Context: an optimization exercise on an open-source flow, tuned for small area and a short achievable clock period. The choices shown serve that exercise and are no tape-out recipe.
RTL that was checked went through simulation tests only; none was proved equivalent to the original.
The RTL of runs 2 and 3 was laid out without a check of its function.
In every run shown here, the design's own scripts or RTL, not TritonCTS, make the clock network.
The clock port is modelled as an ideal driver, which makes a skipped or thinned clock tree look cheaper than it is; a real chip needs a root buffer or a tree.

==> flow/design.v, too long to show whole: its modules and the start of the top module <==
// module mult_top: 22 lines
// module full_adder: 7 lines
// module half_adder: 7 lines
// module inverter: 6 lines
// module signed_array_mplier: 4755 lines
module mult_top (
    input             clk,
    input      [31:0] mplier,
    input      [31:0] mcand,
    output     [63:0] product
);
  // ...
==> flow/flow/run.sh <==
#!/bin/bash
# Own layout flow: the standard flow (standard.sh) with the standard
# synthesis unchanged, then the layout steps with
#  - plain buffers (buf_2) on the ports,
#  - a two-level balanced clock tree (flow/cts_own.tcl) in place of ORFS's CTS,
#  - repair_timing aiming at a slack margin below the fixed clock period, so
#    that it sizes and buffers the multiplier's critical paths.
# The output of each make run is in make_*.log here; each step's log is in
# orfs/logs/.
set -euo pipefail
export OWN_FLOW_DIR=$(pwd)/flow
bash standard.sh synth > make_synth.log 2>&1
bash standard.sh \
  SETUP_SLACK_MARGIN=21.45 \
  "BUFFER_PORTS_ARGS=-buffer_cell sky130_fd_sc_hd__buf_2" \
  PRE_CTS_TCL=$OWN_FLOW_DIR/cts_own.tcl \
  finish > make_finish.log 2>&1
==> flow/flow/cts_own.tcl <==
set own_l1 sky130_fd_sc_hd__clkbuf_8
set own_l2 sky130_fd_sc_hd__clkbuf_16
set db [ord::get_db]
set block [ord::get_db_block]
set clk_net [$block findNet clk]
set sinks {}
foreach it [$clk_net getITerms] {
  set inst [$it getInst]
  set bb [$inst getBBox]
  set x [expr {([$bb xMin] + [$bb xMax]) / 2}]
  set y [expr {([$bb yMin] + [$bb yMax]) / 2}]
  lappend sinks [list $it $x $y]
}
puts "own cts: [llength $sinks] clock sinks"

# split items (lists whose elements 1, 2 are x, y) into two halves of equal
# size along the longer side of their bounding box
proc own_halves {items} {
  set xs {}; set ys {}
  foreach s $items { lappend xs [lindex $s 1]; lappend ys [lindex $s 2] }
  set xs [lsort -integer $xs]; set ys [lsort -integer $ys]
  set idx [expr {([lindex $xs end] - [lindex $xs 0]) >= ([lindex $ys end] - [lindex $ys 0]) ? 1 : 2}]
  set sorted [lsort -integer -index $idx $items]
  set h [expr {[llength $sorted] / 2}]
  return [list [lrange $sorted 0 [expr {$h - 1}]] [lrange $sorted $h end]]
}
proc own_centroid {items} {
  set sx 0; set sy 0
  foreach s $items { incr sx [lindex $s 1]; incr sy [lindex $s 2] }
  return [list [expr {$sx / [llength $items]}] [expr {$sy / [llength $items]}]]
}
proc own_buffer {name master in_net cx cy} {
  set block [ord::get_db_block]
  set inst [odb::dbInst_create $block $master $name]
  set net [odb::dbNet_create $block "${name}_net"]
  $net setSigType CLOCK
  [$inst findITerm A] connect $in_net
  [$inst findITerm X] connect $net
  set m [$inst getMaster]
  $inst setLocation [expr {$cx - [$m getWidth] / 2}] [expr {$cy - [$m getHeight] / 2}]
  $inst setPlacementStatus PLACED
  return $net
}

set m1 [$db findMaster $own_l1]
set m2 [$db findMaster $own_l2]
set quarters {}
foreach h [own_halves $sinks] { foreach q [own_halves $h] { lappend quarters $q } }
set qi 0
foreach q $quarters {
  set eighths [own_halves $q]
  set leaves {}
  foreach e $eighths { lappend leaves [concat [own_centroid $e]] }
  # first-level buffer midway between its two second-level buffers
  set c1 [own_centroid [list [concat x [lindex $leaves 0]] [concat x [lindex $leaves 1]]]]
  set n1 [own_buffer "clkbuf_own_l1_$qi" $m1 $clk_net [lindex $c1 0] [lindex $c1 1]]
  set ei 0
  foreach e $eighths {
    set c2 [own_centroid $e]
    set n2 [own_buffer "clkbuf_own_l2_${qi}_$ei" $m2 $n1 [lindex $c2 0] [lindex $c2 1]]
    foreach s $e {
      set it [lindex $s 0]
      $it disconnect
      $it connect $n2
    }
    puts "own cts: clkbuf_own_l2_${qi}_$ei drives [llength $e] registers"
    incr ei
  }
  incr qi
}
set_propagated_clock [all_clocks]
rename clock_tree_synthesis own_unused_clock_tree_synthesis
proc clock_tree_synthesis {args} {
  puts "own cts: ORFS clock_tree_synthesis skipped, two-level tree built by flow/cts_own.tcl"
}
==> flow/standard.sh <==
#!/bin/bash
# synth_recipe.tcl (not shown) runs the flow's synth.tcl, then flattens the netlist and writes it again
# the make line also repeats each setting of config.mk as NAME=value (left out here)
make -C /OpenROAD-flow-scripts/flow DESIGN_CONFIG=/design/flow/config.mk WORK_HOME=/design/flow/orfs CLKGATE_MAP_FILE= SYNTH_SCRIPT=/design/flow/synth_recipe.tcl "${@:-finish}"
==> flow/config.mk <==
export PLATFORM = sky130hd
export DESIGN_NAME = mult_top
export DESIGN_NICKNAME = mult_top
export VERILOG_FILES = /design/flow/design.v
export SDC_FILE = /design/flow/constraint.sdc
export NUM_CORES = 4
export LEC_CHECK = 0
export ABC_AREA = 1
export CAP_MARGIN = 20
export CORE_MARGIN = 2
export CORE_UTILIZATION = 40
export SLEW_MARGIN = 20
export SYNTH_HIERARCHICAL = 1
export SYNTH_MINIMUM_KEEP_SIZE = 0
==> flow/constraint.sdc <==
create_clock -name core_clock -period 28.0 [get_ports {clk}]
set_input_delay 5.6000 -clock core_clock [delete_from_list [all_inputs] [get_ports {clk}]]
set_output_delay 5.6000 -clock core_clock [all_outputs]
set_load 0.01 [all_outputs]
==> impl_metrics.yaml, run 1 <==
place:
  dp_cells: 3271
critical_path:
  slowest_delay_ns: 0.33
  r2r_cells: 21
  crit_required_ns: 22.40
  rrSetupSlack_ns: 21.72
  crit_cells: 1
synthesis:
  netlist.area_leader.share: 0.355
  syn_avg_cell_area_um2: 9.64
  synth_nets: 3202
  syn_inst: 2572
  synth-adder-area-share: 0.418
  dominantRegCellSynth: "dfxtp_1"
final_layout:
  multi_input_area_share: 0.768
  area_growth_pct: 6.94
  largest_register_ffs: 64
  nFlopsAndLatches: 128
  largest_cell_class: "multi-input gates"
  fin_area_um2: 26500
  final_common_cell: "xnor2_1"
global_route:
  overflow: 0
route:
  dr_wl_met2_mm: 39.5
  wl_per_cell_um: 24.1
  drt-total-wl_mm: 79.7
hold_path:
  hp-class: "reg2reg"
floorplanning:
  die_w_um: 253
status:
  status: "no timing/DRC/antenna violations"
sta:
  finalHoldViolCount: 0
clocking:
  cts_resized: 57
  clk_latency_ns: 0.33
==> run 2, diff against run 1 <==
--- a/flow/design.v
+++ b/flow/design.v
@@ -4227,140 +4227,78 @@
     full_adder fa421 (.a(c715), .b(s827), .c(c826), .sum(s942), .cout(c943));
     full_adder fa422 (.a(c719), .b(c828), .c(s829), .sum(s944), .cout(c945));
     full_adder fa423 (.a(s724), .b(s831), .c(c830), .sum(s946), .cout(c947));
     full_adder fa424 (.a(c725), .b(s833), .c(c832), .sum(s948), .cout(c949));
     full_adder fa425 (.a(pp13_31), .b(c834), .c(s835), .sum(s950), .cout(c951));
     full_adder fa426 (.a(pp15_29), .b(s837), .c(c836), .sum(s952), .cout(c953));
     full_adder fa427 (.a(ns14), .b(pp15_30), .c(pp14_31), .sum(s954), .cout(c955));
     assign s956 = ~pp15_31;
-    assign g957 = neg0 & pp0_0;
-    assign p958 = neg0 ^ pp0_0;
-    assign g959 = pp1_0 & s838;
-    assign p960 = pp1_0 ^ s838;
-    assign g961 = c839 & s840;
-    assign p962 = c839 ^ s840;
-    assign g963 = c841 & s842;
-    assign p964 = c841 ^ s842;
-    assign g965 = c843 & s844;
-    assign p966 = c843 ^ s844;
-    assign g967 = c845 & s846;
-    assign p968 = c845 ^ s846;
-    assign g969 = c847 & s848;
-    assign p970 = c847 ^ s848;
-    assign g971 = c849 & s850;
-    assign p972 = c849 ^ s850;
-    assign g973 = c851 & s852;
-    assign p974 = c851 ^ s852;
-    assign g975 = c853 & s854;
-    assign p976 = c853 ^ s854;
-    assign g977 = c855 & s856;
-    assign p978 = c855 ^ s856;
-    assign g979 = c857 & s858;
-    assign p980 = c857 ^ s858;
-    assign g981 = c859 & s860;
-    assign p982 = c859 ^ s860;
-    assign g983 = c861 & s862;
-    assign p984 = c861 ^ s862;
-    assign g985 = c863 & s864;
-    assign p986 = c863 ^ s864;
-    assign g987 = c865 & s866;
-    assign p988 = c865 ^ s866;
-    assign g989 = c867 & s868;
-    assign p990 = c867 ^ s868;
-    assign g991 = c869 & s870;
-    assign p992 = c869 ^ s870;
-    assign g993 = c871 & s872;
-    assign p994 = c871 ^ s872;
-    assign g995 = c873 & s874;
-    assign p996 = c873 ^ s874;
-    assign g997 = c875 & s876;
-    assign p998 = c875 ^ s876;
-    assign g999 = c877 & s878;
-    assign p1000 = c877 ^ s878;
-    assign g1001 = c879 & s880;
-    assign p1002 = c879 ^ s880;
-    assign g1003 = c881 & s882;
-    assign p1004 = c881 ^ s882;
-    assign g1005 = c883 & s884;
-    assign p1006 = c883 ^ s884;
-    assign g1007 = c885 & s886;
-    assign p1008 = c885 ^ s886;
-    assign g1009 = c887 & s888;
-    assign p1010 = c887 ^ s888;
-    assign g1011 = c889 & s890;
-    assign p1012 = c889 ^ s890;
-    assign g1013 = c891 & s892;
-    assign p1014 = c891 ^ s892;
-    assign g1015 = c893 & s894;
-    assign p1016 = c893 ^ s894;
-    assign g1017 = c895 & s896;
-    assign p1018 = c895 ^ s896;
-    assign g1019 = c897 & s898;
-    assign p1020 = c897 ^ s898;
-    assign g1021 = c899 & s900;
-    assign p1022 = c899 ^ s900;
-    assign g1023 = c901 & s902;
-    assign p1024 = c901 ^ s902;
-    assign g1025 = c903 & s904;
-    assign p1026 = c903 ^ s904;
-    assign g1027 = c905 & s906;
-    assign p1028 = c905 ^ s906;
-    assign g1029 = c907 & s908;
-    assign p1030 = c907 ^ s908;
-    assign g1031 = c909 & s910;
-    assign p1032 = c909 ^ s910;
-    assign g1033 = c911 & s912;
-    assign p1034 = c911 ^ s912;
-    assign g1035 = c913 & s914;
-    assign p1036 = c913 ^ s914;
-    assign g1037 = s916 & c915;
-    assign p1038 = s916 ^ c915;
-    assign g1039 = s918 & c917;
-    assign p1040 = s918 ^ c917;
-    assign g1041 = c919 & s920;
-    assign p1042 = c919 ^ s920;
-    assign g1043 = c921 & s922;
-    assign p1044 = c921 ^ s922;
-    assign g1045 = c923 & s924;
-    assign p1046 = c923 ^ s924;
-    assign g1047 = c925 & s926;
-    assign p1048 = c925 ^ s926;
-    assign g1049 = c927 & s928;
-    assign p1050 = c927 ^ s928;
-    assign g1051 = c929 & s930;
-    assign p1052 = c929 ^ s930;
-    assign g1053 = c931 & s932;
-    assign p1054 = c931 ^ s932;
-    assign g1055 = s934 & c933;
-    assign p1056 = s934 ^ c933;
-    assign g1057 = c935 & s936;
-    assign p1058 = c935 ^ s936;
-    assign g1059 = c937 & s938;
-    assign p1060 = c937 ^ s938;
-    assign g1061 = c939 & s940;
-    assign p1062 = c939 ^ s940;
-    assign g1063 = c941 & s942;
-    assign p1064 = c941 ^ s942;
-    assign g1065 = s944 & c943;
-    assign p1066 = s944 ^ c943;
-    assign g1067 = c945 & s946;
-    assign p1068 = c945 ^ s946;
-    assign g1069 = s948 & c947;
-    assign p1070 = s948 ^ c947;
-    assign g1071 = s950 & c949;
-    assign p1072 = s950 ^ c949;
-    assign g1073 = c951 & s952;
-    assign p1074 = c951 ^ s952;
-    assign g1075 = s954 & c953;
-    assign p1076 = s954 ^ c953;
-    assign g1077 = s956 & c955;
-    assign p1078 = s956 ^ c955;
-    assign g1079 = ns15 & pp15_31;
-    assign p1080 = ns15 ^ pp15_31;
+    half_adder pg0 (.a(neg0), .b(pp0_0), .sum(p958), .cout(g957));
+    half_adder pg2 (.a(pp1_0), .b(s838), .sum(p960), .cout(g959));
+    half_adder pg3 (.a(c839), .b(s840), .sum(p962), .cout(g961));
+    half_adder pg4 (.a(c841), .b(s842), .sum(p964), .cout(g963));
+    half_adder pg5 (.a(c843), .b(s844), .sum(p966), .cout(g965));
+    half_adder pg6 (.a(c845), .b(s846), .sum(p968), .cout(g967));
+    half_adder pg7 (.a(c847), .b(s848), .sum(p970), .cout(g969));
+    half_adder pg8 (.a(c849), .b(s850), .sum(p972), .cout(g971));
+    half_adder pg9 (.a(c851), .b(s852), .sum(p974), .cout(g973));
+    half_adder pg10 (.a(c853), .b(s854), .sum(p976), .cout(g975));
+    half_adder pg11 (.a(c855), .b(s856), .sum(p978), .cout(g977));
+    half_adder pg12 (.a(c857), .b(s858), .sum(p980), .cout(g979));
+    half_adder pg13 (.a(c859), .b(s860), .sum(p982), .cout(g981));
+    half_adder pg14 (.a(c861), .b(s862), .sum(p984), .cout(g983));
+    half_adder pg15 (.a(c863), .b(s864), .sum(p986), .cout(g985));
+    half_adder pg16 (.a(c865), .b(s866), .sum(p988), .cout(g987));
+    half_adder pg17 (.a(c867), .b(s868), .sum(p990), .cout(g989));
+    half_adder pg18 (.a(c869), .b(s870), .sum(p992), .cout(g991));
+    half_adder pg19 (.a(c871), .b(s872), .sum(p994), .cout(g993));
+    half_adder pg20 (.a(c873), .b(s874), .sum(p996), .cout(g995));
+    half_adder pg21 (.a(c875), .b(s876), .sum(p998), .cout(g997));
+    half_adder pg22 (.a(c877), .b(s878), .sum(p1000), .cout(g999));
+    half_adder pg23 (.a(c879), .b(s880), .sum(p1002), .cout(g1001));
+    half_adder pg24 (.a(c881), .b(s882), .sum(p1004), .cout(g1003));
+    half_adder pg25 (.a(c883), .b(s884), .sum(p1006), .cout(g1005));
+    half_adder pg26 (.a(c885), .b(s886), .sum(p1008), .cout(g1007));
+    half_adder pg27 (.a(c887), .b(s888), .sum(p1010), .cout(g1009));
+    half_adder pg28 (.a(c889), .b(s890), .sum(p1012), .cout(g1011));
+    half_adder pg29 (.a(c891), .b(s892), .sum(p1014), .cout(g1013));
+    half_adder pg30 (.a(c893), .b(s894), .sum(p1016), .cout(g1015));
+    half_adder pg31 (.a(c895), .b(s896), .sum(p1018), .cout(g1017));
+    half_adder pg32 (.a(c897), .b(s898), .sum(p1020), .cout(g1019));
+    half_adder pg33 (.a(c899), .b(s900), .sum(p1022), .cout(g1021));
+    half_adder pg34 (.a(c901), .b(s902), .sum(p1024), .cout(g1023));
+    half_adder pg35 (.a(c903), .b(s904), .sum(p1026), .cout(g1025));
+    half_adder pg36 (.a(c905), .b(s906), .sum(p1028), .cout(g1027));
+    half_adder pg37 (.a(c907), .b(s908), .sum(p1030), .cout(g1029));
+    half_adder pg38 (.a(c909), .b(s910), .sum(p1032), .cout(g1031));
+    half_adder pg39 (.a(c911), .b(s912), .sum(p1034), .cout(g1033));
+    half_adder pg40 (.a(c913), .b(s914), .sum(p1036), .cout(g1035));
+    half_adder pg41 (.a(s916), .b(c915), .sum(p1038), .cout(g1037));
+    half_adder pg42 (.a(s918), .b(c917), .sum(p1040), .cout(g1039));
+    half_adder pg43 (.a(c919), .b(s920), .sum(p1042), .cout(g1041));
+    half_adder pg44 (.a(c921), .b(s922), .sum(p1044), .cout(g1043));
+    half_adder pg45 (.a(c923), .b(s924), .sum(p1046), .cout(g1045));
+    half_adder pg46 (.a(c925), .b(s926), .sum(p1048), .cout(g1047));
+    half_adder pg47 (.a(c927), .b(s928), .sum(p1050), .cout(g1049));
+    half_adder pg48 (.a(c929), .b(s930), .sum(p1052), .cout(g1051));
+    half_adder pg49 (.a(c931), .b(s932), .sum(p1054), .cout(g1053));
+    half_adder pg50 (.a(s934), .b(c933), .sum(p1056), .cout(g1055));
+    half_adder pg51 (.a(c935), .b(s936), .sum(p1058), .cout(g1057));
+    half_adder pg52 (.a(c937), .b(s938), .sum(p1060), .cout(g1059));
+    half_adder pg53 (.a(c939), .b(s940), .sum(p1062), .cout(g1061));
+    half_adder pg54 (.a(c941), .b(s942), .sum(p1064), .cout(g1063));
+    half_adder pg55 (.a(s944), .b(c943), .sum(p1066), .cout(g1065));
+    half_adder pg56 (.a(c945), .b(s946), .sum(p1068), .cout(g1067));
+    half_adder pg57 (.a(s948), .b(c947), .sum(p1070), .cout(g1069));
+    half_adder pg58 (.a(s950), .b(c949), .sum(p1072), .cout(g1071));
+    half_adder pg59 (.a(c951), .b(s952), .sum(p1074), .cout(g1073));
+    half_adder pg60 (.a(s954), .b(c953), .sum(p1076), .cout(g1075));
+    half_adder pg61 (.a(s956), .b(c955), .sum(p1078), .cout(g1077));
+    half_adder pg62 (.a(ns15), .b(pp15_31), .sum(p1080), .cout(g1079));
     assign G1081 = 1'b0 | (pp0_1 & g957);
     assign P1082 = pp0_1 & p958;
     assign G1083 = g961 | (p962 & g959);
     assign P1084 = p962 & p960;
     assign G1085 = g965 | (p966 & g963);
     assign P1086 = p966 & p964;
     assign G1087 = g969 | (p970 & g967);
     assign P1088 = p970 & p968;
==> impl_metrics.yaml, run 2 <==
floorplanning:
  die-height_um: 253
  start_util: 0.403
  dieArea_um2: 64100
  die_w_um: 253
  io_pins: 129
  rows: 91
  core_um2: 61600
place:
  io_buffers: 128
  gp_congestion: 0.941
  dp_hpwl_mm: 59.5
global_route:
  grt_pass1_vias: 21573
  grt.busiest_layer: "met2"
  grtUsageMet2: 0.430
  overflow: 0
  grtUsageMet1: 0.300
  grt_max_degree: 37
  antenna_found_initial: 2
  grt_pass1_wl_mm: 122
  grt_use_total: 0.245
  grt.met3_usage: 0.0371
sta:
  finalHoldViolCount: 0
  setup_tns_ns: 0
  period_needed_ns: 6.39
  fin_crit_sh: 0.228
  worst-slew-pin-transition_ns: 0.677
  maxSlewViolCount: 0
  fin_skew_ns: 0.0570
  finalSetupViolCount: 0
  relSlewSlack: 0.546
  rsz0062_at_grt: "no"
  max_clock_freq_mhz: 156
synthesis:
  synthDistinctLibCells: 39
  synth_nets: 3217
  synth_area_leader_cell: "fa_1"
  syn_avg_cell_area_um2: 9.61
  synth_area_um2: 24800
  synth_common_cells: "xnor2_1 (531), o22ai_1 (494), fa_1 (427)"
  yosysWarnings: 7
  netlist.area_leader.share: 0.344
  syn_inst: 2586
  dominantRegCellSynth: "dfxtp_1"
  yosys_register_bits: 128
  yosysSeqAreaShare: 0.103
  yosys-top-cells-area: "fa_1 (34%), xnor2_1 (19%), o22ai_1 (12%)"
  async_flop_share: 0
  yosys.cell_count.top_type: "xnor2_1"
  synth_edf_count: 0
final_layout:
  drive_gt1_frac: 0.123
  final_common_cell: "xnor2_1"
  largest_register_ffs: 64
  reg.largest.list: "product_q x64, mcand_q x32, mplier_q x32"
  fillers: 5977
  top_register: "product_q"
  fin_util: 0.427
  final_cell_mix: "xnor2_1 (531), o22ai_1 (489), fa_1 (427), nand2_1 (168), ha_1 (137)"
  diodes: 0
  nets: 3164
  area_growth_pct: 5.82
critical_path:
  rrSetupSlack_ns: 21.63
  reg2reg_from: "mplier_q[9]$_DFF_P_"
  end_kind: "output port"
  start_kind: "flip-flop"
  critPathBufInv: 1
  path_cells: "buf_2"
  cp.arrival_ns: 0.79
  crit_family: "flip-flops"
  crit_start: "product_q[46]$_DFF_P_"
  crit_required_ns: 22.40
  crit_slowest_cell: "dfxtp_1"
  r2r_cells: 24
  slowest_delay_ns: 0.36
  crit_fanout: 1
  r2r_end: "product_q[48]$_DFF_P_"
  crit_cells: 1
  worstSetupPathType: "reg2out"
  cp-endpoint: "product[46]"
clocking:
  clk_latency_ns: 0.33
  clkTransAtPathRegs_ns: 0.07
  hold_buffers: 0
job:
  drv_cap: 0
route:
  wl_per_cell_um: 23.3
  drt_iter0_markers: 1813
  vias: 19821
  firstDrtPassIters: 7
  vias_per_cell: 5.89
  drc: 0
  antenna_left: 0
  drt-total-wl_mm: 78.3
hold_path:
  hp-class: "reg2reg"
status:
  status: "no timing/DRC/antenna violations"
[run 2: kinds of logic (layout without fill, tap and decap cells)]
group	Yosys count	after routing	share of synthesized area
and+or+nand+nor	314	314	0.0551
AOI/OAI and AO/OA	589	589	0.150
xor gates and xnor gates	552	552	0.195
DFF	128	128	0.103
buffers and inverters	437	382	0.0830
adders and majority gates	566	566	0.414
[run 2: through the flow]
| step | hold WS, ns | instances | worst slack [ns] | instance area [um^2] |
|---|---|---|---|---|
| after floorplan | 0.572 | 2586 | 22.07 | 24800 |
| after global placement | 0.917 | 3331 | 20.04 | 25600 |
| after detailed placement | 0.928 | 3333 | 20.16 | 25600 |
| after CTS | 0.921 | 3355 | 21.46 | 26000 |
| after global routing | 0.949 | 3368 | 21.44 | 26300 |
| final | 0.923 | 3368 | 21.61 | 26300 |
[run 2: cell type report]
cell class / count / area (um^2) / share of cell area
Inverter: 147 / 588 / 0.0224
Tap cell: 837 / 1050 / 0.0398
Buffer: 12 / 255 / 0.00971
Timing Repair inverter: 7 / 47.5 / 0.00181
Timing Repair Buffer: 216 / 1440 / 0.0549
Sequential cell: 128 / 2580 / 0.0982
Multi-Input combinational cell: 2021 / 20300 / 0.773
[run 2: repair_timing]
action | 4_1_cts | 5_1_grt
gates resized for setup | 29 | 41
gates cloned | 5 | 2
pin swaps | 0 | 0
setup buffers | 5 | 11
endpoints found under the setup margin | 47 | 30
[run 2: routing by layer]
| layer | vias to the layer above | share of wire |
|---|---|---|
| li1 | 8584 | - |
| met3 | 267 | 0.078 |
| met4 | 4 | 0.051 |
| met5 | - | 0.00034 |
| met2 | 1035 | 0.49 |
| met1 | 9931 | 0.38 |
[run 2: per-module statistics from Yosys, one instance, submodules excluded, excerpt]
module,times used,cells inside,cell area (um^2)
mult_top,1,128,2560
full_adder,427,1,20.0
half_adder,102,1,12.5
[run 2: worst min-delay path by stage]
| stage | from | cells after the start | slack [ns] | endpoint |
|---|---|---|---|---|
| floorplan | mplier_q[1]$_DFF_P_ | 2 | 0.57 | product_q[0]$_DFF_P_ |
| global route | mplier_q[1]$_DFF_P_ | 2 | 0.95 | product_q[0]$_DFF_P_ |
| detailed placement | mplier_q[30]$_DFF_P_ | 6 | 0.93 | product_q[63]$_DFF_P_ |
| global placement | mplier_q[30]$_DFF_P_ | 6 | 0.92 | product_q[63]$_DFF_P_ |
| finish | mplier_q[30]$_DFF_P_ | 6 | 0.92 | product_q[63]$_DFF_P_ |
| CTS | mplier_q[1]$_DFF_P_ | 2 | 0.92 | product_q[0]$_DFF_P_ |
==> run 3, diff against run 2 <==
--- a/flow/flow/run.sh
+++ b/flow/flow/run.sh
@@ -13,3 +13,3 @@
 bash standard.sh \
-  SETUP_SLACK_MARGIN=21.45 \
+  SETUP_SLACK_MARGIN=21.3 \
   "BUFFER_PORTS_ARGS=-buffer_cell sky130_fd_sc_hd__buf_2" \
==> impl_metrics.yaml, run 3 <==
synthesis:
  syn_inst: 2586
  yosys-top-cells-area: "fa_1 (34%), xnor2_1 (19%), o22ai_1 (12%)"
  dominantRegCellSynth: "dfxtp_1"
  yosysWarnings: 7
  async_flop_share: 0
  netlist.area_leader.share: 0.344
  synth_area_um2: 24800
  yosys_register_bits: 128
  yosys.cell_count.top_type: "xnor2_1"
  synth_area_leader_cell: "fa_1"
  synth_edf_count: 0
  syn_avg_cell_area_um2: 9.61
  yosysSeqAreaShare: 0.103
  synth_nets: 3217
  synthDistinctLibCells: 39
  synth_common_cells: "xnor2_1 (531), o22ai_1 (494), fa_1 (427)"
route:
  firstDrtPassIters: 7
  drc: 0
  vias: 19888
  antenna_left: 0
  wl_per_cell_um: 23.3
  drt-total-wl_mm: 78.5
  drt_iter0_markers: 1840
  vias_per_cell: 5.92
final_layout:
  final_cell_mix: "xnor2_1 (531), o22ai_1 (492), fa_1 (427), nand2_1 (168), ha_1 (138)"
  drive_gt1_frac: 0.119
  finalNonFillerCells: 3362
  area_growth_pct: 5.32
  diodes: 0
  top_register: "product_q"
  reg.largest.list: "product_q x64, mcand_q x32, mplier_q x32"
  final_common_cell: "xnor2_1"
  nets: 3158
  largest_register_ffs: 64
sta:
  fin_skew_ns: 0.0534
  finalSetupViolCount: 0
  rsz0062_at_grt: "no"
  maxSlewViolCount: 0
  finalHoldViolCount: 0
  worst-slew-pin-transition_ns: 0.714
  setup_tns_ns: 0
  period_needed_ns: 6.49
  setup_slack_ns: 21.51
  relSlewSlack: 0.521
  max_clock_freq_mhz: 154
  hold_slack_ns: 0.925
  fin_crit_sh: 0.232
global_route:
  grt_max_degree: 37
  grt_use_total: 0.245
  overflow: 0
  grt_pass1_vias: 21484
  antenna_found_initial: 1
  grt_pass1_wl_mm: 122
floorplanning:
  rows: 91
  start_util: 0.403
  core_um2: 61600
  die-height_um: 253
  dieArea_um2: 64100
  die_w_um: 253
  io_pins: 129
clocking:
  hold_buffers: 0
  clkTransAtPathRegs_ns: 0.08
  clk_latency_ns: 0.33
place:
  post-place-ws_ns: 20.16
  gp_congestion: 0.941
  dp_cells: 3333
  io_buffers: 128
  dp_hpwl_mm: 59.5
critical_path:
  start_kind: "flip-flop"
  worstSetupPathType: "reg2reg"
  crit_required_ns: 28.25
  cp.arrival_ns: 6.73
  crit_fanout: 35
  end_kind: "flip-flop"
hold_path:
  hp-class: "reg2reg"
status:
  status: "no timing/DRC/antenna violations"
job:
  drv_cap: 0
[run 3: cell counts after synthesis]
No cell type changed its count.
[run 3: worst paths after layout]
| kind | from | endpoint | slack, ns | depth (start not counted) |
|---|---|---|---|---|
| worst min register to register | mplier_q[30]$_DFF_P_ | product_q[63]$_DFF_P_ | 0.93 | 6 |
| worst max register to register | mplier_q[5]$_DFF_P_ | product_q[48]$_DFF_P_ | 21.51 | 22 |
| worst min-delay path | mplier_q[30]$_DFF_P_ | product_q[63]$_DFF_P_ | 0.93 | 6 |
| worst max-delay path | mplier_q[5]$_DFF_P_ | product_q[48]$_DFF_P_ | 21.51 | 22 |
[run 3: stage by stage]
| stage | utilization | cell area, um^2 |
|---|---|---|
| after detailed placement | 0.416 | 25600 |
| after global routing | 0.425 | 26200 |
| final | 0.425 | 26200 |
| after floorplan | - | 24800 |
| after global placement | 0.415 | 25600 |
| after CTS | 0.422 | 26000 |
[run 3: timing repair]
action	CTS	global route
resized for setup	17	32
setup endpoints to repair	45	34
gates cloned	4	3
buffers inserted	5	5
pin swaps	0	0
[run 3: area by class of cell]
| class | instances | area [um^2] |
|---|---|---|
| Fill cell | 5989 | 35400 |
| Multi-Input combinational cell | 2021 | 20300 |
| Sequential cell | 128 | 2580 |
| Timing Repair Buffer | 210 | 1360 |
| Tap cell | 837 | 1050 |
| Inverter | 147 | 586 |
| Buffer | 12 | 255 |
| Timing Repair inverter | 7 | 45.0 |
[run 3: per-layer routing]
layer / wire length, um / track usage
met5: 13 / 0
met4: 3920 / 0.100
met3: 6510 / 0.0346
met2: 38500 / 0.429
met1: 29500 / 0.301
[run 3: cell families (layout without fill, tap and decap cells)]
group,after synthesis,in the layout,synth area share
compound gates,589,589,0.150
xor+xnor,552,552,0.195
fa+ha+maj,566,566,0.414
buf+inv,437,376,0.0830
flops,128,128,0.103
simple gates,314,314,0.0551
[run 3: Yosys stat by module (local to each module, per instance), excerpt]
| module | cell area [um^2] | copies in the design |
|---|---|---|
| full_adder | 20.0 | 427 |
| mult_top | 2560 | 1 |
| half_adder | 12.5 | 102 |
[run 3: critical path: stages, from the launching register on]
cell and delay, ns:
dfxtp_2 0.32, clkbuf_8 0.34, ha_1 0.43, nor2_4 0.27, clkinvlp_4 0.24, buf_4 0.21
o22ai_1 0.17, ha_1 0.28, fa_1 0.56, fa_1 0.47, fa_1 0.41, fa_1 0.53
fa_1 0.42, ha_1 0.32, nand2_1 0.20, nor2_1 0.11, a21oi_4 0.18, nand2_4 0.16
nand2_4 0.11, nand2_4 0.17, ha_1 0.25, nor2_1 0.11, xnor2_1 0.12

[re-timing with driven ports]
In the flow no input, the clock included, has a driving cell. The finished layouts below were timed again as built, in two steps. Step 1, drivers: a clkbuf_16 drives clk and a buf_2 each remaining input, both assumed. Step 2 times the ports against the registers' clock, not the clock port: input delays grow and output delays shrink by t, the midpoint of the rising clock arrivals with the driver on. Slacks: ideal ports / drivers / drivers and shift; pairs: ideal ports / drivers.
| run | t (ns) | setup slack, ns | clock arrival spread, ns | worst register clock-pin slew, ns | worst data-port slew with drivers (ns) |
|---|---|---|---|---|---|
| run 1 | 0.429 | 21.628 / 21.504 / 21.723 | 0.050 / 0.049 | 0.09 / 0.09 | 0.06 |
| run 2 | 0.427 | 21.605 / 21.481 / 21.635 | 0.057 / 0.057 | 0.11 / 0.11 | 0.07 |
| run 3 | 0.426 | 21.514 / 21.483 / 21.514 | 0.054 / 0.054 | 0.10 / 0.10 | 0.07 |
After both steps every run listed still meets setup and hold.
